Context: an optimization exercise on an open-source flow, tuned for small area. The choices shown serve that exercise and are no tape-out recipe. RTL that was checked went through simulation tests only; none was proved equivalent to the original. No activity file was given, so power comes from the tool's default toggle rates.

Design ALU_TOP, start of the top module:
module ALU_TOP (
  input  wire [15:0] A,
  input  wire [15:0] B,
  input  wire [3:0]  alu_fun,
  input  wire        clk,
  input  wire        rest,
  output wire [15:0] ari_out,
  output wire        carry_out,
  output wire        ari_flag,
  output wire [15:0] log_out,
  output wire        log_flag,
  output wire [15:0] cmp_out,
  output wire        cmp_flag,
  output wire [15:0] shift_out,
  output wire        shift_flag
);
Settings: LEC_CHECK=0, CAP_MARGIN=20, CORE_MARGIN=2, CORE_UTILIZATION=60, SLEW_MARGIN=20, SYNTH_HIERARCHICAL=1; clock period 35.0 ns.
standard.sh (not shown) runs the stock make flow with config.mk's settings and CLKGATE_MAP_FILE= SYNTH_SCRIPT=/design/flow/synth_recipe.tcl, a recipe that flattens the netlist after the stock synthesis.
==> flow/flow/run.sh <==
#!/bin/bash
# Standard ORFS layout (standard.sh, with its unchanged synthesis), except:
#  - port buffers use the smallest buffer cell, not the one buffer_ports picks;
#  - the clock tree uses clkbuf_8 cells and no dummy loads (the tree stays
#    balanced by CTS as usual).
set -euo pipefail
bash standard.sh \
  "BUFFER_PORTS_ARGS=-buffer_cell sky130_fd_sc_hd__buf_1" \
  "CTS_ARGS=-sink_clustering_enable -repair_clock_nets -dont_use_dummy_load -buf_list sky130_fd_sc_hd__clkbuf_8" \
  finish > standard_flow.log 2>&1
Next try:
CORE_UTILIZATION = 75   (was 60)
Via count is higher by 6.4%.
Area after synthesis does not change.
Wire length is higher by about 0.35%.
Sequential cell count is unchanged.
Global-route usage is higher by 8.8 points.
Next try:
CORE_UTILIZATION = 40   (was 75)
=>
- The changed run ran to the end with no violations
- area after synthesis stays the same
- final area came out higher by 2.2%
- combinational power is lower by about 4%
- utilization decreases by 38 points
- maximum frequency rises by 0.72%
- via count went down by 6.2%
Next try:
--- a/flow/flow/run.sh
+++ b/flow/flow/run.sh
@@ -9 +9 @@
-  "CTS_ARGS=-sink_clustering_enable -repair_clock_nets -dont_use_dummy_load -buf_list sky130_fd_sc_hd__clkbuf_8" \
+  "CTS_ARGS=-sink_clustering_enable -repair_clock_nets -dont_use_dummy_load -sink_clustering_size 25 -buf_list sky130_fd_sc_hd__clkbuf_8" \
CORE_UTILIZATION = 60   (was 40)
Worst setup slack got worse by 0.25 ns.
Maximum frequency is lower by about 0.7%.
Clock-buffer cell count stays the same.
Non-clock buffer count drops by 5.
Via count stays flat.
Wire length falls by about 3.6%.
Final cell count falls by about 9%.
Global-route usage increases by 8.9 points.
Total power climbs by about 1.1%.
Final area falls by about 2%.

Another version of the RTL of ALU_TOP (not shown whole).
clock: 35.0 ns
lec_check: 0
abc_area: 1
cap_margin: 20
core_margin: 2
core_utilization: 40
slew_margin: 20
==> flow/flow/run.sh <==
#!/bin/bash
# Standard ORFS layout (standard.sh, unchanged synthesis), except that the
# port buffers use the smallest buffer cell instead of the one buffer_ports
# picks by default.
set -euo pipefail
bash standard.sh "BUFFER_PORTS_ARGS=-buffer_cell sky130_fd_sc_hd__buf_1" finish > standard_flow.log 2>&1
The baseline went through all stages and came out clean.
Rerun with:
==> flow/run.sh (new file) <==
#!/bin/bash
# synth_recipe.tcl (not shown) runs the flow's synth.tcl, then flattens the netlist and writes it again
# the make line also repeats each setting of config.mk as NAME=value (left out here)
make -C /OpenROAD-flow-scripts/flow DESIGN_CONFIG=/design/flow/config.mk WORK_HOME=/design/flow/orfs CLKGATE_MAP_FILE= SYNTH_SCRIPT=/design/flow/synth_recipe.tcl finish
removed: flow/flow/run.sh
removed: flow/standard.sh
Effect: The changed run finished with timing, DRC and antenna clean; routed wire length goes up by 4.9%; hold slack gets better by 380 ps; sequential share of layout area fell by 0.59 points; cell count climbs by 1.3%; non-clock buffer count came out higher by 22; die area is unchanged; combinational power climbs by about 8%; design area climbs by about 7%.
No functional check of the RTL was part of any run of this note.

RTL: one of the versions met above, not the one the previous note started from.
Size in the first run: about 680 cells after synthesis, roughly 49 flip-flops, about 110 I/O pins, ~6900 sq um of cells after synthesis.
==> flow/config.mk <==
export PLATFORM = sky130hd
export DESIGN_NAME = ALU_TOP
export DESIGN_NICKNAME = ALU_TOP
export VERILOG_FILES = /design/flow/design.v
export SDC_FILE = /design/flow/constraint.sdc
export NUM_CORES = 4
export LEC_CHECK = 0
export CAP_MARGIN = 20
export CORE_MARGIN = 2
export CORE_UTILIZATION = 60
export GPL_TIMING_DRIVEN = 0
export SLEW_MARGIN = 20
export SYNTH_HIERARCHICAL = 1
==> flow/constraint.sdc <==
create_clock -name core_clock -period 35.0 [get_ports {clk}]
set_input_delay 7.0000 -clock core_clock [delete_from_list [all_inputs] [get_ports {clk}]]
set_output_delay 7.0000 -clock core_clock [all_outputs]
set_load 0.01 [all_outputs]
==> flow/flow/run.sh <==
#!/bin/bash
# Standard ORFS layout (standard.sh, with its unchanged synthesis), except:
#  - port buffers use the smallest buffer cell, not the one buffer_ports picks;
#  - the clock tree uses clkbuf_8 cells and no dummy loads (the tree stays
#    balanced by CTS as usual).
set -euo pipefail
bash standard.sh \
  "BUFFER_PORTS_ARGS=-buffer_cell sky130_fd_sc_hd__buf_1" \
  "CTS_ARGS=-sink_clustering_enable -repair_clock_nets -dont_use_dummy_load -buf_list sky130_fd_sc_hd__clkbuf_8" \
  finish > standard_flow.log 2>&1
The first run ran to the end with no violations.
Edit:
--- a/flow/config.mk
+++ b/flow/config.mk
@@ -7,7 +7,6 @@
 export LEC_CHECK = 0
-export CAP_MARGIN = 20
+export CAP_MARGIN = 5
 export CORE_MARGIN = 2
 export CORE_UTILIZATION = 60
-export GPL_TIMING_DRIVEN = 0
-export SLEW_MARGIN = 20
+export SLEW_MARGIN = 5
 export SYNTH_HIERARCHICAL = 1
=>
- The new run completed without violations
- design area fell by 2.2%
- setup slack degrades by 0.30 ns
- wire length went up by 1.2%
- clock-buffer cell count is unchanged
- first-iteration DRC count goes down by 14%
- via count went down by 3.4%
- sequential power is higher by about 1%

==> port drivers added, routing unchanged <==
No port has a modelled driver above. Below, the same layouts with a new extraction and two added sets of constraints. Step 1: set_driving_cell puts a clkbuf_16 on clk and a buf_2 on each other input, an assumption about the parent block. Step 2 times the ports against the registers' clock, not the clock port: input delays grow and output delays shrink by t, the midpoint of the rising clock arrivals with the driver on. a / b / c = no drivers / after step 1 / after step 2; a / b = the first two.
run | t (ns) | setup slack, ns | clock arrival spread, ns | slew at the worst register clock pin (ns) | cell pins on the clock port's net
the first run of note 1 | 0.319 | 1.257 / 1.268 / 0.949 | 0.017 / 0.017 | 0.08 / 0.08 | 1
the second run of note 1 | 0.329 | 1.264 / 1.274 / 0.945 | 0.026 / 0.026 | 0.10 / 0.10 | 1
the third run of note 1 | 0.317 | 1.505 / 1.512 / 1.195 | 0.013 / 0.014 | 0.08 / 0.08 | 1
the fourth run of note 1 | 0.319 | 1.257 / 1.268 / 0.949 | 0.017 / 0.017 | 0.08 / 0.08 | 1
the first run of note 2 | 0.318 | 0.873 / 0.840 / 1.157 | 0.005 / 0.005 | 0.06 / 0.06 | 1
the second run of note 2 | 0.320 | 0.936 / 0.897 / 1.188 | 0.008 / 0.008 | 0.07 / 0.07 | 1
the first run of note 3 | 0.307 | 1.556 / 1.563 / 1.255 | 0.011 / 0.011 | 0.08 / 0.08 | 1
the second run of note 3 | 0.319 | 1.257 / 1.268 / 0.949 | 0.017 / 0.017 | 0.08 / 0.08 | 1
After both steps every run listed still meets setup and hold. For the second run of note 1, which loses most, drivers alone change the setup slack by +0.010 ns; drivers and shift together by -0.319 ns.
